Background: an optimization exercise with open tools, aiming at small area. Do not read the settings as production practice. RTL that was checked went through simulation tests only; none was proved equivalent to the original. Power figures rest on the tool's default switching activity, not on a simulated workload.

== purple ==
Design PIPE_Top, start of the top module:
module PIPE_Top(clk,rst,InstOut,DMReadData,PCOut,DMAddress,DMWriteData,MemRead,MemWrite);
	input clk,rst;
	input [31:0]InstOut,DMReadData;
	output MemRead,MemWrite;
	output [31:0]DMWriteData,DMAddress,PCOut;
	reg [31:0] pc;
	wire [31:0] pc4 = pc + 32'd4;
	reg [31:0] id_pc4;
	reg [30:0] id_inst_lo;
	reg id_inst_hi;            
	wire [31:0] id_inst = {id_inst_hi, id_inst_lo};
	wire [5:0] op = id_inst[31:26];
	wire [5:0] fn = id_inst[5:0];
	wire [4:0] id_rs = id_inst[25:21];
	wire [4:0] id_rt = id_inst[20:16];
	wire op_r = op == 6'd0, op_addi = op == 6'd1, op_slti = op == 6'd2, op_lw = op == 6'd3, op_sw = op == 6'd4,
	     op_beq = op == 6'd5, op_j = op == 6'd6, op_jr = op == 6'd7, op_jal = op == 6'd8;
	wire d_regwrite = op_r | op_addi | op_slti | op_lw | op_jal;
	wire d_jmp = op_j | op_jr | op_jal;
	wire d_alusrc = op_addi | op_slti | op_lw | op_sw;
	reg [1:0] d_sel; reg d_sub;
	always @(*) begin
		if (op_addi | op_lw | op_sw) begin d_sel = 2'd2; d_sub = 1'b0; end
		else if (op_beq) begin d_sel = 2'd2; d_sub = 1'b1; end
		else if (op_slti) begin d_sel = 2'd3; d_sub = 1'b1; end
		else case (fn)
			6'd1: begin d_sel = 2'd2; d_sub = 1'b0; end
			6'd2: begin d_sel = 2'd2; d_sub = 1'b1; end
			6'd8: begin d_sel = 2'd1; d_sub = 1'b0; end
			6'd16: begin d_sel = 2'd3; d_sub = 1'b1; end
			default: begin d_sel = 2'd0; d_sub = 1'b0; end
		endcase
	end
	reg ex_regwrite, ex_memread, ex_memwrite, ex_branch, ex_jmp;    
	reg ex_jr, ex_jal, ex_alusrc, ex_regdst, ex_sub;
	reg [1:0] ex_sel;
	reg [31:0] ex_pc4, ex_a, ex_b;
	reg [25:0] ex_inst;
	wire [4:0] ex_rs = ex_inst[25:21];
	wire [4:0] ex_rt = ex_inst[20:16];
	wire [4:0] ex_rd = ex_inst[15:11];
	wire stall = ex_memread & ((ex_rt == id_rs) | (ex_rt == id_rt));
	reg ph_p, ph_n;
	wire first_half = ph_p ^ ph_n;
	reg [4:0] ra_p, ra_n;
	wire [4:0] raddr = ra_p ^ ra_n;
	wire [4:0] rt_next = stall ? id_rt : InstOut[20:16];
	wire [31:0] rdata;
	reg [31:0] rt_n;
	reg mem_regwrite; reg [4:0] mem_rd; wire [31:0] wbval;
	wire id_byp_rs = mem_regwrite & (mem_rd == id_rs) & (mem_rd != 5'd0);
	wire id_byp_rt = mem_regwrite & (mem_rd == id_rt) & (mem_rd != 5'd0);
	wire rbyp = first_half ? id_byp_rt : id_byp_rs;
  ...
==> module RegisterFile, before the edit <==
module RegisterFile(clk,rst,we,waddr,wdata,raddr,rbyp,rdata);
	input clk,rst,we,rbyp;
	input [4:0] waddr,raddr;
	input [31:0] wdata;
	output reg [31:0] rdata;
	reg [1023:0] mem;
	wire [31:0] wsel = we ? (32'd1 << waddr) : 32'd0;
	wire [31:0] wen = wsel | {32{rst}};
	wire [31:0] wd = rst ? 32'd0 : wdata;
	wire [31:0] rsel = rbyp ? 32'd0 : (32'd1 << raddr);
	integer i;
	always @(posedge clk) begin
		for (i = 0; i < 32; i = i + 1)
			if (wen[i]) mem[i*32 +: 32] <= wd;
	end
	always @(*) begin
		rdata = wdata & {32{rbyp}};
		for (i = 0; i < 32; i = i + 1)
			rdata = rdata | (mem[i*32 +: 32] & {32{rsel[i]}});
	end
endmodule
==> module PIPE_Top, before the edit <==
module PIPE_Top(clk,rst,InstOut,DMReadData,PCOut,DMAddress,DMWriteData,MemRead,MemWrite);
	input clk,rst;
	input [31:0]InstOut,DMReadData;
	output MemRead,MemWrite;
	output [31:0]DMWriteData,DMAddress,PCOut;
	reg [31:0] pc;
	wire [31:0] pc4 = pc + 32'd4;
	reg [31:0] id_pc4;
	reg [30:0] id_inst_lo;
	reg id_inst_hi;            
	wire [31:0] id_inst = {id_inst_hi, id_inst_lo};
	wire [5:0] op = id_inst[31:26];
	wire [5:0] fn = id_inst[5:0];
	wire [4:0] id_rs = id_inst[25:21];
	wire [4:0] id_rt = id_inst[20:16];
	wire op_r = op == 6'd0, op_addi = op == 6'd1, op_slti = op == 6'd2, op_lw = op == 6'd3, op_sw = op == 6'd4,
	     op_beq = op == 6'd5, op_j = op == 6'd6, op_jr = op == 6'd7, op_jal = op == 6'd8;
	wire d_regwrite = op_r | op_addi | op_slti | op_lw | op_jal;
	wire d_jmp = op_j | op_jr | op_jal;
	wire d_alusrc = op_addi | op_slti | op_lw | op_sw;
	reg [1:0] d_sel; reg d_sub;
	always @(*) begin
		if (op_addi | op_lw | op_sw) begin d_sel = 2'd2; d_sub = 1'b0; end
		else if (op_beq) begin d_sel = 2'd2; d_sub = 1'b1; end
		else if (op_slti) begin d_sel = 2'd3; d_sub = 1'b1; end
		else case (fn)
			6'd1: begin d_sel = 2'd2; d_sub = 1'b0; end
			6'd2: begin d_sel = 2'd2; d_sub = 1'b1; end
			6'd8: begin d_sel = 2'd1; d_sub = 1'b0; end
			6'd16: begin d_sel = 2'd3; d_sub = 1'b1; end
			default: begin d_sel = 2'd0; d_sub = 1'b0; end
		endcase
	end
	reg ex_regwrite, ex_memread, ex_memwrite, ex_branch, ex_jmp;    
	reg ex_jr, ex_jal, ex_alusrc, ex_regdst, ex_sub;
	reg [1:0] ex_sel;
	reg [31:0] ex_pc4, ex_a, ex_b;
	reg [25:0] ex_inst;
	wire [4:0] ex_rs = ex_inst[25:21];
	wire [4:0] ex_rt = ex_inst[20:16];
	wire [4:0] ex_rd = ex_inst[15:11];
	wire stall = ex_memread & ((ex_rt == id_rs) | (ex_rt == id_rt));
	reg ph_p, ph_n;
	wire first_half = ph_p ^ ph_n;
	reg [4:0] ra_p, ra_n;
	wire [4:0] raddr = ra_p ^ ra_n;
	wire [4:0] rt_next = stall ? id_rt : InstOut[20:16];
	wire [31:0] rdata;
	reg [31:0] rt_n;
	reg mem_regwrite; reg [4:0] mem_rd; wire [31:0] wbval;
	wire id_byp_rs = mem_regwrite & (mem_rd == id_rs) & (mem_rd != 5'd0);
	wire id_byp_rt = mem_regwrite & (mem_rd == id_rt) & (mem_rd != 5'd0);
	wire rbyp = first_half ? id_byp_rt : id_byp_rs;
	RegisterFile rf(clk, rst, mem_regwrite, mem_rd, wbval, raddr, rbyp, rdata);
	always @(posedge clk or posedge rst)
		if (rst) begin ph_p <= 1'b0; ra_p <= 5'd0; end
		else begin ph_p <= ~ph_p; ra_p <= rt_next ^ ra_n; end
	always @(negedge clk) begin
		ph_n <= ph_p;
		ra_n <= id_rs ^ ra_p;
		rt_n <= rdata;
	end
	reg mem_memread, mem_memwrite, mem_taken;     
	reg mem_jal;
	reg [31:0] mem_result, mem_sd;
	wire fa_mem = mem_regwrite & (mem_rd == ex_rs) & (mem_rd != 5'd0);
	wire fb_mem = mem_regwrite & (mem_rd == ex_rt) & (mem_rd != 5'd0);
	wire [31:0] opa = fa_mem ? mem_result : ex_a;
	wire [31:0] rtv = fb_mem ? mem_result : ex_b;
	wire [31:0] imm = {{16{ex_inst[15]}}, ex_inst[15:0]};
	wire [31:0] opb = ex_alusrc ? imm : rtv;
	wire [31:0] alu_res, alu_sum;
	ALU alu(ex_sel, ex_sub, opa, opb, alu_res, alu_sum);
	wire [31:0] pcv = ex_pc4 + {imm[29:0] & {30{ex_branch}}, 2'b00};
	wire [4:0] ex_dest = ex_jal ? 5'd31 : ex_regdst ? ex_rd : ex_rt;
	assign DMAddress = mem_result;
	assign DMWriteData = mem_sd;
	assign MemRead = mem_memread;
	assign MemWrite = mem_memwrite;
	assign wbval = mem_jal ? mem_sd : mem_memread ? DMReadData : mem_result;
	wire [31:0] jtarget = ex_jr ? opa : {ex_pc4[31:28], ex_inst, 2'b00};
	wire [31:0] npc = ex_jmp ? jtarget : mem_taken ? mem_sd : pc4;
	assign PCOut = pc;
	always @(posedge clk or posedge rst) begin
		if (rst) begin
			pc <= 32'd0;
			id_inst_hi <= 1'b1;
			ex_regwrite <= 1'b0; ex_memread <= 1'b0; ex_memwrite <= 1'b0; ex_branch <= 1'b0; ex_jmp <= 1'b0;
			mem_regwrite <= 1'b0; mem_memread <= 1'b0; mem_memwrite <= 1'b0; mem_taken <= 1'b0;
		end else begin
			if (!stall) begin
				pc <= npc;
				id_inst_hi <= InstOut[31];
			end
			ex_regwrite <= d_regwrite & ~stall;
			ex_memread <= op_lw & ~stall;
			ex_memwrite <= op_sw & ~stall;
			ex_branch <= op_beq & ~stall;
			ex_jmp <= d_jmp & ~stall;
			mem_regwrite <= ex_regwrite;
			mem_memread <= ex_memread;
			mem_memwrite <= ex_memwrite;
			mem_taken <= ex_branch & (alu_sum == 32'd0);
		end
	end
	always @(posedge clk) begin
		if (!stall) begin
			id_pc4 <= pc4;
			id_inst_lo <= InstOut[30:0];
		end
		ex_jr <= op_jr; ex_jal <= op_jal; ex_alusrc <= d_alusrc; ex_regdst <= op_r;
		ex_sel <= d_sel; ex_sub <= d_sub;
		ex_pc4 <= id_pc4; ex_inst <= id_inst[25:0];
		ex_a <= rdata; ex_b <= rt_n;
		mem_jal <= ex_jal;
		mem_rd <= ex_dest;
		mem_result <= alu_res;
		mem_sd <= (ex_jal | ex_branch) ? pcv : rtv;
	end
endmodule
export LEC_CHECK = 0
export CAP_MARGIN = 20
export CORE_MARGIN = 2
export CORE_UTILIZATION = 50
export PLACE_DENSITY = 0.65
export SLEW_MARGIN = 20
create_clock -name core_clock -period 8.5 [get_ports {clk}]
standard.sh (not shown) runs the stock make flow with config.mk's settings and CLKGATE_MAP_FILE= SYNTH_SCRIPT=/design/flow/synth_recipe.tcl, a recipe that flattens the netlist after the stock synthesis.
==> flow/flow/run.sh <==
#!/bin/bash
# Standard layout, with two changes: clock tree synthesis inserts no dummy
# loads and uses larger sink clusters, and the port buffers are the smallest buffer cell.
set -e
export CTS_ARGS="-sink_clustering_enable -repair_clock_nets -dont_use_dummy_load -buf_list sky130_fd_sc_hd__clkbuf_16 -sink_clustering_size 28 -sink_clustering_max_diameter 70"
export BUFFER_PORTS_ARGS="-buffer_cell sky130_fd_sc_hd__buf_1"
bash standard.sh > standard.log 2>&1
Edits applied to the flow inputs when going from purple to red:
--- a/flow/design.v
+++ b/flow/design.v
@@ -22,16 +22,19 @@
 	input [4:0] waddr,raddr;
 	input [31:0] wdata;
 	output reg [31:0] rdata;
 	reg [1023:0] mem;
+	reg [31:0] valid;
 	wire [31:0] wsel = we ? (32'd1 << waddr) : 32'd0;
-	wire [31:0] wen = wsel | {32{rst}};
-	wire [31:0] wd = rst ? 32'd0 : wdata;
-	wire [31:0] rsel = rbyp ? 32'd0 : (32'd1 << raddr);
+	wire [31:0] rsel = rbyp ? 32'd0 : valid & (32'd1 << raddr);
 	integer i;
 	always @(posedge clk) begin
 		for (i = 0; i < 32; i = i + 1)
-			if (wen[i]) mem[i*32 +: 32] <= wd;
+			if (wsel[i]) mem[i*32 +: 32] <= wdata;
+	end
+	always @(posedge clk or posedge rst) begin
+		if (rst) valid <= 32'd0;
+		else valid <= valid | wsel;
 	end
 	always @(*) begin
 		rdata = wdata & {32{rbyp}};
 		for (i = 0; i < 32; i = i + 1)
@@ -111,17 +114,17 @@
 	wire [31:0] imm = {{16{ex_inst[15]}}, ex_inst[15:0]};
 	wire [31:0] opb = ex_alusrc ? imm : rtv;
 	wire [31:0] alu_res, alu_sum;
 	ALU alu(ex_sel, ex_sub, opa, opb, alu_res, alu_sum);
-	wire [31:0] pcv = ex_pc4 + {imm[29:0] & {30{ex_branch}}, 2'b00};
+	wire [31:0] target = ex_pc4 + {imm[29:0], 2'b00};
 	wire [4:0] ex_dest = ex_jal ? 5'd31 : ex_regdst ? ex_rd : ex_rt;
 	assign DMAddress = mem_result;
 	assign DMWriteData = mem_sd;
 	assign MemRead = mem_memread;
 	assign MemWrite = mem_memwrite;
 	assign wbval = mem_jal ? mem_sd : mem_memread ? DMReadData : mem_result;
 	wire [31:0] jtarget = ex_jr ? opa : {ex_pc4[31:28], ex_inst, 2'b00};
-	wire [31:0] npc = ex_jmp ? jtarget : mem_taken ? mem_sd : pc4;
+	wire [31:0] npc = ex_jmp ? jtarget : mem_taken ? mem_result : pc4;
 	assign PCOut = pc;
 	always @(posedge clk or posedge rst) begin
 		if (rst) begin
 			pc <= 32'd0;
@@ -154,8 +157,8 @@
 		ex_pc4 <= id_pc4; ex_inst <= id_inst[25:0];
 		ex_a <= rdata; ex_b <= rt_n;
 		mem_jal <= ex_jal;
 		mem_rd <= ex_dest;
-		mem_result <= alu_res;
-		mem_sd <= (ex_jal | ex_branch) ? pcv : rtv;
+		mem_result <= ex_branch ? target : alu_res;
+		mem_sd <= ex_jal ? ex_pc4 : rtv;
 	end
 endmodule
[summary]
On tap cell count, the higher figure sits with red, not purple. red against purple: sequential power fell about 18%, die area rose about 2.4%. red vs purple: non-clock buffer count in the final layout down by a few percent. Between purple and red, the final cell count does not differ in any meaningful way.
The RTL of red was laid out without a check of its function.
